This design comes from an exercise in tuning for a short achievable clock period and few clock cycles on the open sky130 flow, not from production work. The RTL was checked by simulation tests, not by an equivalence proof against the original design.

==> run a: inputs <==
Design cpu, start of the top module:
module cpu(
    input clk_in,
    input reset,
    input [31:0] imem,
    input [31:0] ram_out,
    output [31:0] dmem_in,
    output [2:0] select,
    output [31:0] alu_r,
    output [31:0] pc,
    output [31:0] addr,
    output cs,
    output dm_w,
    output dm_r
    );
Settings: LEC_CHECK=0, CAP_MARGIN=20, CORE_MARGIN=2, CORE_UTILIZATION=60, PLACE_DENSITY=0.75, SETUP_SLACK_MARGIN=3, SLEW_MARGIN=20, SYNTH_HIERARCHICAL=1; clock period 16.0 ns.
standard.sh (not shown) runs the stock make flow with config.mk's settings and CLKGATE_MAP_FILE= SYNTH_SCRIPT=/design/flow/synth_recipe.tcl, a recipe that flattens the netlist after the stock synthesis.
==> flow/flow/run.sh <==
#!/bin/bash
# Own layout flow: the standard ORFS flow (standard synthesis unchanged),
# with the resizer allowed to swap cells across footprints, 8x-drive port
# buffers, timing repair aimed at a 4.4 ns cycle (an 11.6 ns setup margin on
# the design's 16 ns clock), and wider slew and capacitance margins.
set -uo pipefail
bash standard.sh \
  MATCH_CELL_FOOTPRINT=0 \
  "BUFFER_PORTS_ARGS=-buffer_cell sky130_fd_sc_hd__buf_8" \
  SETUP_SLACK_MARGIN=11.6 \
  CAP_MARGIN=35 \
  SLEW_MARGIN=30 \
  finish > standard_flow.log 2>&1
status=$?
tail -20 standard_flow.log
exit $status
==> run b: changes against run a <==
--- a/flow/design.v
+++ b/flow/design.v
@@ -3888,21 +3888,25 @@
     wire        f_r    = (f_op == 6'b000000);
     wire        f_j    = (f_op[5:1] == 5'b00001);
     wire        f_beq  = (f_op == 6'b000100);
     wire        f_bne  = (f_op == 6'b000101);
     wire        f_bgez = (f_op == 6'b000001);
-    wire        f_b    = (f_beq & imem[15]) | f_bne | f_bgez;
+    wire        f_same = (imem[25:21] == imem[20:16]);
+    wire        f_short = (imem[15:8] == 8'h00) | (imem[15:8] == 8'hFF);
     wire        f_jr   = f_r & (f_fn == 6'b001000);
-    wire        f_tpt  = f_r & (f_fn[5:1] == 5'b00110);    
+    wire        f_teq  = f_r & (f_fn == 6'b110100);
+    wire        f_tpt  = (f_r & (f_fn[5:1] == 5'b00110)) | (f_teq & f_same);    
     wire [7:0]  k_g0 = pcw4[7:0] & imem[7:0];
     wire [7:0]  k_p0 = pcw4[7:0] ^ imem[7:0];
     wire [7:0]  k_g1 = k_g0 | ({k_p0[7:1], 1'b0} & {k_g0[6:0], 1'b0});
     wire [7:0]  k_p1 = k_p0 & {k_p0[6:0], 1'b0};
     wire [7:0]  k_g2 = k_g1 | ({k_p1[7:2], 2'b0} & {k_g1[5:0], 2'b0});
     wire [7:0]  k_p2 = k_p1 & {k_p1[5:0], 2'b0};
     wire [7:0]  k_g3 = k_g2 | ({k_p2[7:4], 4'b0} & {k_g2[3:0], 4'b0});
     wire [7:0]  f_lo  = k_p0 ^ {k_g3[6:0], 1'b0};
+    wire        f_b   = f_short & (k_g3[7] == imem[15]) &
+                        ((f_beq & (f_same | imem[15])) | (f_bne & ~f_same) | f_bgez);
     wire [31:0] f_jt  = {pchi, imem[25:0], 2'b00};
     wire [31:0] f_pc4 = {pcw4, pclo};
     wire [31:0] f_bt  = {pcw4[29:8], f_lo, pclo};
     wire [31:0] f_tv  = 32'h00400004;
     wire        f_none = ~(f_j | f_b | f_jr | f_tpt);
@@ -3912,11 +3916,11 @@
                        ({32{f_tpt}}  & f_tv) |
                        ({32{f_none}} & f_pc4);
     wire [31:0] n0 = ({32{sel_p}} & pred) | ({32{~sel_p}} & alt);
     wire [31:0] n  = idr ? idt : n0;
     assign npc = n[HI:LO];
-    assign pt  = f_b;
+    assign pt  = f_b | (f_teq & f_same);
     assign jrp = f_jr;
 endmodule
 module outregs(
     input clk,
     input rst,
@@ -4240,19 +4244,17 @@
     wire        d_same = (rs == rt);
     wire        br_ok  = (d_bgez & rs_sok) | ((d_beq | d_bne) & (d_same | ((rt == 5'd0) & rs_ok)));
     wire        eq_id  = d_same | z_rs;
     wire        tk_id  = (d_beq & eq_id) | (d_bne & ~eq_id) | (d_bgez & ~s_rs);
     wire        d_bpt  = (d_beq & (d_same | IR[15])) | (d_bne & ~d_same) | d_bgez;
-    wire [8:0]  d_lo9  = {1'b0, i_pc4[9:2]} + {1'b0, IR[7:0]};
-    wire        if_ok  = ((IR[15:8] == 8'h00) | (IR[15:8] == 8'hFF)) & (d_lo9[8] == IR[15]);
     wire        d_jx   = d_jr | d_jalr;
     wire [31:0] f_rs   = sa_rs ? (e_logic ? lg : e_pc4) : ro_rs;
     wire        jx_ok  = d_jalr & rs_sok;
     wire        jx_mis = jx_ok;
     wire        br_tk  = br_ok ? tk_id : d_bpt;
-    wire        br_mis = d_br & ((br_tk != i_pt) | (br_tk & ~if_ok));
-    wire        tq_tk  = d_teq & d_same;
+    wire        br_mis = d_br & (br_tk != i_pt);
+    wire        tq_tk  = d_teq & d_same & ~i_pt;
     wire id_redirect = i_valid & ~stall & (d_eret | br_mis | jx_mis | tq_tk);
     assign id_target = d_eret ? epc_id :
                             d_jalr ? f_rs :
                             d_teq  ? 32'h00400004 :
                             br_tk  ? {d_bt, i_pc[1:0]} : i_pc4;
@@ -4344,11 +4346,11 @@
         e_s    <= rt_val;
         e_pc   <= i_pc;
         e_pc4  <= i_pc4;
         e_bt   <= d_bt;
         e_pnpc <= jx_ok ? f_rs : d_jr ? i_r31 : i_pc4;
-        e_pt   <= d_br ? br_tk : tq_tk;
+        e_pt   <= d_br ? br_tk : (d_teq & d_same);
         e_dst  <= d_dst;
         e_ldst <= d_ldst;
         e_rd   <= rd;
         e_arith <= d_add | d_addu | d_addi | d_addiu | d_sub | d_subu;
         e_sub  <= d_sub | d_subu | d_slt | d_slti | d_sltu | d_sltiu;
==> flow/config.mk (replaced) <==
export PLATFORM = sky130hd
export DESIGN_NAME = cpu
export DESIGN_NICKNAME = cpu
export VERILOG_FILES = /design/flow/design.v
export SDC_FILE = /design/flow/constraint.sdc
export NUM_CORES = 8
export LEC_CHECK = 0
export CAP_MARGIN = 20
export CORE_MARGIN = 2
export CORE_UTILIZATION = 40
export PLACE_DENSITY = 0.6
export SETUP_SLACK_MARGIN = 3
export SLEW_MARGIN = 20
export SYNTH_HIERARCHICAL = 1
==> comparison <==
Run a ended with an error in 5_1_grt. Run b finished but failed the layout checks on capacitance limit, slew limit.
Synthesized cell count: run b is larger than run a (about 1.2%).
Synthesized area: run b is higher than run a (about 0.8%).
Testbench counts of run a, summed over its fixed seeds: cycles 134,369.
Testbench counts of run b, summed over its fixed seeds: cycles 133,371.

what the ideal ports hide:
The results above use ideal ports. As a check the final layout listed here was re-extracted and re-timed, cells and wires unchanged.
Step 1 (the two cells are an assumption about what drives the block):
set clk [get_ports {clk_in}]
set_driving_cell -lib_cell sky130_fd_sc_hd__clkbuf_16 $clk
set_driving_cell -lib_cell sky130_fd_sc_hd__buf_2 [delete_from_list [all_inputs] $clk]
Step 2 also shifts input and output timing later by t, the mid clock arrival at the registers, as if the neighbouring blocks saw the same clock.
a / b / c = no drivers / after step 1 / after step 2; a / b = the first two.
run: run b
t, ns: 1.219
setup WS [ns]: 10.646 / 10.646 / 10.513
worst setup path at the end: input to register
cell pins on the clock port's net: 1
The setup slack of run b moves by 0.000 ns with the drivers and by -0.133 ns with both steps.
